Source: an optimization exercise on an open RTL-to-GDS flow (aim: small area, a short achievable clock period and few clock cycles). Production flows keep margins and buffers that such runs may drop. Only simulation tests tie the RTL to the original design; equivalence was not proved. Power is estimated from default activity; no workload was simulated.

==> flow/design.v (excerpt) <==
module stream_comp_invoke_top_module_FSM_1
        #(parameter width = 10)(
        input clk, rst,
        input [width - 1 : 0] data_in_fifo,
        input [width - 1 : 0] length_in_fifo,
        input [width - 1 : 0] command_in_fifo,
        input invoke,
        input [1 : 0] next_mode_in,
        output rd_data_in_fifo,
        output rd_length_in_fifo,
        output rd_command_in_fifo,
        output [width - 1 : 0] length,
        output FC,
        output wr_out_fifo1,
        output [width - 1 : 0] result_out);
Settings: LEC_CHECK=0, CAP_MARGIN=20, CORE_MARGIN=2, CORE_UTILIZATION=65, SETUP_SLACK_MARGIN=2.0, SLEW_MARGIN=20; clock period 5.0 ns.
standard.sh (not shown) runs the stock make flow with config.mk's settings and CLKGATE_MAP_FILE= SYNTH_SCRIPT=/design/flow/synth_recipe.tcl, a recipe that flattens the netlist after the stock synthesis.
==> flow/flow/run.sh <==
#!/bin/bash
# The standard layout with these changes:
#  - synthesis is synth_recipe.tcl with ORFS's synth.tcl, except that ABC maps
#    the combinational logic with flow/abc.script (registers are untouched:
#    they are mapped before ABC runs, so names, count and cells stay those of
#    the standard synthesis);
#  - plain buf_1 cells as the port buffers (the resizer sizes them up where
#    timing needs it);
#  - one tie cell shared by the constant outputs;
#  - no dummy clock loads in CTS, clkbuf_8 clock buffers.
set -euo pipefail
here=$(pwd)
export BUFFER_PORTS_ARGS="-buffer_cell sky130_fd_sc_hd__buf_1"
export SKIP_REPAIR_TIE_FANOUT=1
# Standard CTS arguments, without the dummy loads CTS adds for balancing,
# and with clkbuf_8 clock buffers (keeps the flip-flop clock slew low).
export CTS_ARGS="-sink_clustering_enable -repair_clock_nets -dont_use_dummy_load -buf_list sky130_fd_sc_hd__clkbuf_8"
export ABC_SCRIPT_X=$here/flow/abc.script
sed 's|^source \$::env(SCRIPTS_DIR)/synth_preamble.tcl|&\nset abc_args [lreplace $abc_args 1 1 $::env(ABC_SCRIPT_X)]\nputs "abc_args: $abc_args"|' \
    "$FLOW_HOME/scripts/synth.tcl" > "$here/synth_abc.tcl"
grep -q 'ABC_SCRIPT_X' "$here/synth_abc.tcl"
sed "s|\$::env(SCRIPTS_DIR)/synth.tcl|$here/synth_abc.tcl|" synth_recipe.tcl > "$here/synth_top.tcl"
grep -q 'synth_abc.tcl' "$here/synth_top.tcl"
sed "s|SYNTH_SCRIPT=[^ ]*|SYNTH_SCRIPT=$here/synth_top.tcl|" standard.sh > "$here/own.sh"
grep -q 'synth_top.tcl' "$here/own.sh"
bash "$here/own.sh" > standard_flow.log 2>&1
==> flow/flow/abc.script <==
strash
&get -n
&st
&dch
&nf -R 1000
&put
topo
stime -c
buffer -c
upsize -c
dnsize -c
Testbench counts at the start, summed over its fixed seeds: cycles 17,953.
Rerun with:
==> flow/flow/run.sh (replaced) <==
#!/bin/bash
# The standard layout, with plain buf_1 cells as the port buffers (the
# resizer sizes them up where timing needs it) and one tie cell shared by
# the constant outputs.
set -euo pipefail
export BUFFER_PORTS_ARGS="-buffer_cell sky130_fd_sc_hd__buf_1"
export SKIP_REPAIR_TIE_FANOUT=1
bash standard.sh > standard_flow.log 2>&1
ABC_AREA = 1   (was default)
CORE_UTILIZATION = 60   (was 65)
removed: flow/flow/abc.script
Effect: Wire length fell by 21%. Worst setup slack gains 150 ps. Register-to-register slack gains 380 ps. Sequential power fell by 9.7%. Worst hold slack loses 9.6 ps. Total power fell by 21%. Die area rose by 28%. Critical path depth fell by 7. Via count rose by 9.2%.
Rerun with:
CORE_UTILIZATION = 65   (was 60)
=> Maximum frequency stays flat. First-iteration DRC count decreases by 12%. Register-to-register slack is worse by 20 ps. Worst hold slack stays flat. Count of clock-buffer cells in the layout does not change. Critical path depth stays the same. Die area goes down by 7.2%.
Rerun with:
==> flow/flow/run.sh (replaced) <==
#!/bin/bash
# The standard layout with three changes:
#  - synthesis is synth_recipe.tcl with ORFS's synth.tcl, except that ABC maps
#    the combinational logic with flow/abc.script (registers are untouched:
#    they are mapped before ABC runs, so names, count and cells stay those of
#    the standard synthesis);
#  - plain buf_1 cells as the port buffers (the resizer sizes them up where
#    timing needs it);
#  - one tie cell shared by the constant outputs.
set -euo pipefail
here=$(pwd)
export BUFFER_PORTS_ARGS="-buffer_cell sky130_fd_sc_hd__buf_1"
export SKIP_REPAIR_TIE_FANOUT=1
export ABC_SCRIPT_X=$here/flow/abc.script
sed 's|^source \$::env(SCRIPTS_DIR)/synth_preamble.tcl|&\nset abc_args [lreplace $abc_args 1 1 $::env(ABC_SCRIPT_X)]\nputs "abc_args: $abc_args"|' \
    "$FLOW_HOME/scripts/synth.tcl" > "$here/synth_abc.tcl"
grep -q 'ABC_SCRIPT_X' "$here/synth_abc.tcl"
sed "s|\$::env(SCRIPTS_DIR)/synth.tcl|$here/synth_abc.tcl|" synth_recipe.tcl > "$here/synth_top.tcl"
grep -q 'synth_abc.tcl' "$here/synth_top.tcl"
sed "s|SYNTH_SCRIPT=[^ ]*|SYNTH_SCRIPT=$here/synth_top.tcl|" standard.sh > "$here/own.sh"
grep -q 'synth_top.tcl' "$here/own.sh"
bash "$here/own.sh" > standard_flow.log 2>&1
==> flow/flow/abc.script (new file) <==
strash
&get -n
&st
&dch
&nf -R 1000
&put
topo
stime -c
buffer -c
upsize -c
dnsize -c
ABC_AREA = default   (was 1)
CTS_BUF_LIST = sky130_fd_sc_hd__clkbuf_8   (was default)
=> Maximum frequency is lower by 3.6%; non-clock buffer count goes up by 16; final area rose by 1.3%; routed wire length is higher by 11%; cell count goes down by 25%; sequential share of layout area shrinks by 0.31 points; via count fell by 11%; sequential power climbs by 9.1%.

========
== job 101 ==
Another version of the RTL of stream_comp_invoke_top_module_FSM_1 (not shown whole).
Size in the first run: about 170 cells after synthesis, ~1500 sq um of cells after synthesis.
Settings: LEC_CHECK=0, CAP_MARGIN=20, CORE_AREA=2 2 60 60, DIE_AREA=0 0 62 62, SETUP_SLACK_MARGIN=2.0, SLEW_MARGIN=20; clock period 5.0 ns.
==> flow/flow/run.sh <==
#!/bin/bash
# The standard layout with these changes:
#  - synthesis is synth_recipe.tcl with ORFS's synth.tcl, except that ABC maps
#    the combinational logic with flow/abc.script, without extracting
#    adder cells first (registers are untouched:
#    they are mapped before ABC runs, so names, count and cells stay those of
#    the standard synthesis);
#  - plain buf_1 cells as the port buffers (the resizer sizes them up where
#    timing needs it);
#  - one tie cell shared by the constant outputs;
#  - no dummy clock loads in CTS, clkbuf_8 clock buffers.
set -euo pipefail
here=$(pwd)
export BUFFER_PORTS_ARGS="-buffer_cell sky130_fd_sc_hd__buf_1"
export SKIP_REPAIR_TIE_FANOUT=1
# Standard CTS arguments, without the dummy loads CTS adds for balancing,
# and with clkbuf_8 clock buffers (keeps the flip-flop clock slew low).
export CTS_ARGS="-sink_clustering_enable -repair_clock_nets -dont_use_dummy_load -buf_list sky130_fd_sc_hd__clkbuf_8"
# No adder extraction: ABC maps the adder logic too (full adder cells are
# slow on the carry path).
export ADDER_MAP_FILE=""
export ABC_SCRIPT_X=$here/flow/abc.script
sed 's|^source \$::env(SCRIPTS_DIR)/synth_preamble.tcl|&\nset abc_args [lreplace $abc_args 1 1 $::env(ABC_SCRIPT_X)]\nputs "abc_args: $abc_args"|' \
    "$FLOW_HOME/scripts/synth.tcl" > "$here/synth_abc.tcl"
grep -q 'ABC_SCRIPT_X' "$here/synth_abc.tcl"
sed "s|\$::env(SCRIPTS_DIR)/synth.tcl|$here/synth_abc.tcl|" synth_recipe.tcl > "$here/synth_top.tcl"
grep -q 'synth_abc.tcl' "$here/synth_top.tcl"
sed "s|SYNTH_SCRIPT=[^ ]*|SYNTH_SCRIPT=$here/synth_top.tcl|" standard.sh > "$here/own.sh"
grep -q 'synth_top.tcl' "$here/own.sh"
bash "$here/own.sh" > standard_flow.log 2>&1
==> flow/flow/abc.script <==
strash
&get -n
&st
&dch
&nf -R 1000
&put
topo
stime -c
buffer -c
upsize -c
dnsize -c
Job 101 completed every stage of the flow, and the final layout passed the timing, design-rule and antenna checks.
Testbench counts of job 101, summed over its fixed seeds: cycles 17,953.
The following lists how job 102 was set up differently from job 101:
- SETUP_SLACK_MARGIN: 2.0 -> 1.9
--- a/flow/flow/run.sh
+++ b/flow/flow/run.sh
@@ -3,4 +3,3 @@
 #  - synthesis is synth_recipe.tcl with ORFS's synth.tcl, except that ABC maps
-#    the combinational logic with flow/abc.script, without extracting
-#    adder cells first (registers are untouched:
+#    the combinational logic with flow/abc.script (registers are untouched:
 #    they are mapped before ABC runs, so names, count and cells stay those of
@@ -18,5 +17,2 @@
 export CTS_ARGS="-sink_clustering_enable -repair_clock_nets -dont_use_dummy_load -buf_list sky130_fd_sc_hd__clkbuf_8"
-# No adder extraction: ABC maps the adder logic too (full adder cells are
-# slow on the carry path).
-export ADDER_MAP_FILE=""
 export ABC_SCRIPT_X=$here/flow/abc.script
Of job 102 and job 101, the run reporting the lower clock period minus final worst setup slack was job 101.
Portion of the layout cell area used by clock cells: job 101 vs job 102 — no meaningful difference
Summary — number of global-route vias before repair, job 102 relative to job 101: higher, by about 0.7%.
Between job 101 and job 102, sequential power decreased.
[job 102] total vias in the final route fell about 10% relative to job 101
Compared to job 101, the routing of job 102 uses less wire.
Diff job 102..job 101 | clock network power | negligible
Job 102 — number of cells on the critical path 1 higher, job 101 as reference

-- afterwards: timing with drivers on the ports --
How much do the figures lean on ideal ports? The routed layouts below were timed once more, with nothing changed but the port constraints.
Step 1 sets driving cells, clkbuf_16 on the clock port and buf_2 on the other inputs (assumed; they add their load-dependent delay and slew).
Step 2 times the ports against the registers' clock, not the clock port: input delays grow and output delays shrink by t, the midpoint of the rising clock arrivals with the driver on.
Slacks: ideal ports / drivers / drivers and shift; pairs: ideal ports / drivers.
run | t, ns | slack for setup (ns) | slew at the worst register clock pin (ns)
the first run of note 1 | 0.281 | 1.964 / 1.964 / 1.683 | 0.08 / 0.08
the second run of note 1 | 0.323 | 2.114 / 2.093 / 1.921 | 0.12 / 0.12
the third run of note 1 | 0.326 | 2.106 / 2.084 / 1.873 | 0.11 / 0.11
the fourth run of note 1 | 0.281 | 1.997 / 1.988 / 1.707 | 0.08 / 0.08
job 101 | 0.289 | 2.082 / 2.054 / 1.837 | 0.08 / 0.08
job 102 | 0.279 | 2.007 / 1.986 / 1.768 | 0.08 / 0.08
After both steps setup and hold are still met in every run listed. The setup slack of the fourth run of note 1, which loses most, moves by -0.009 ns with the drivers and by -0.290 ns with both steps.
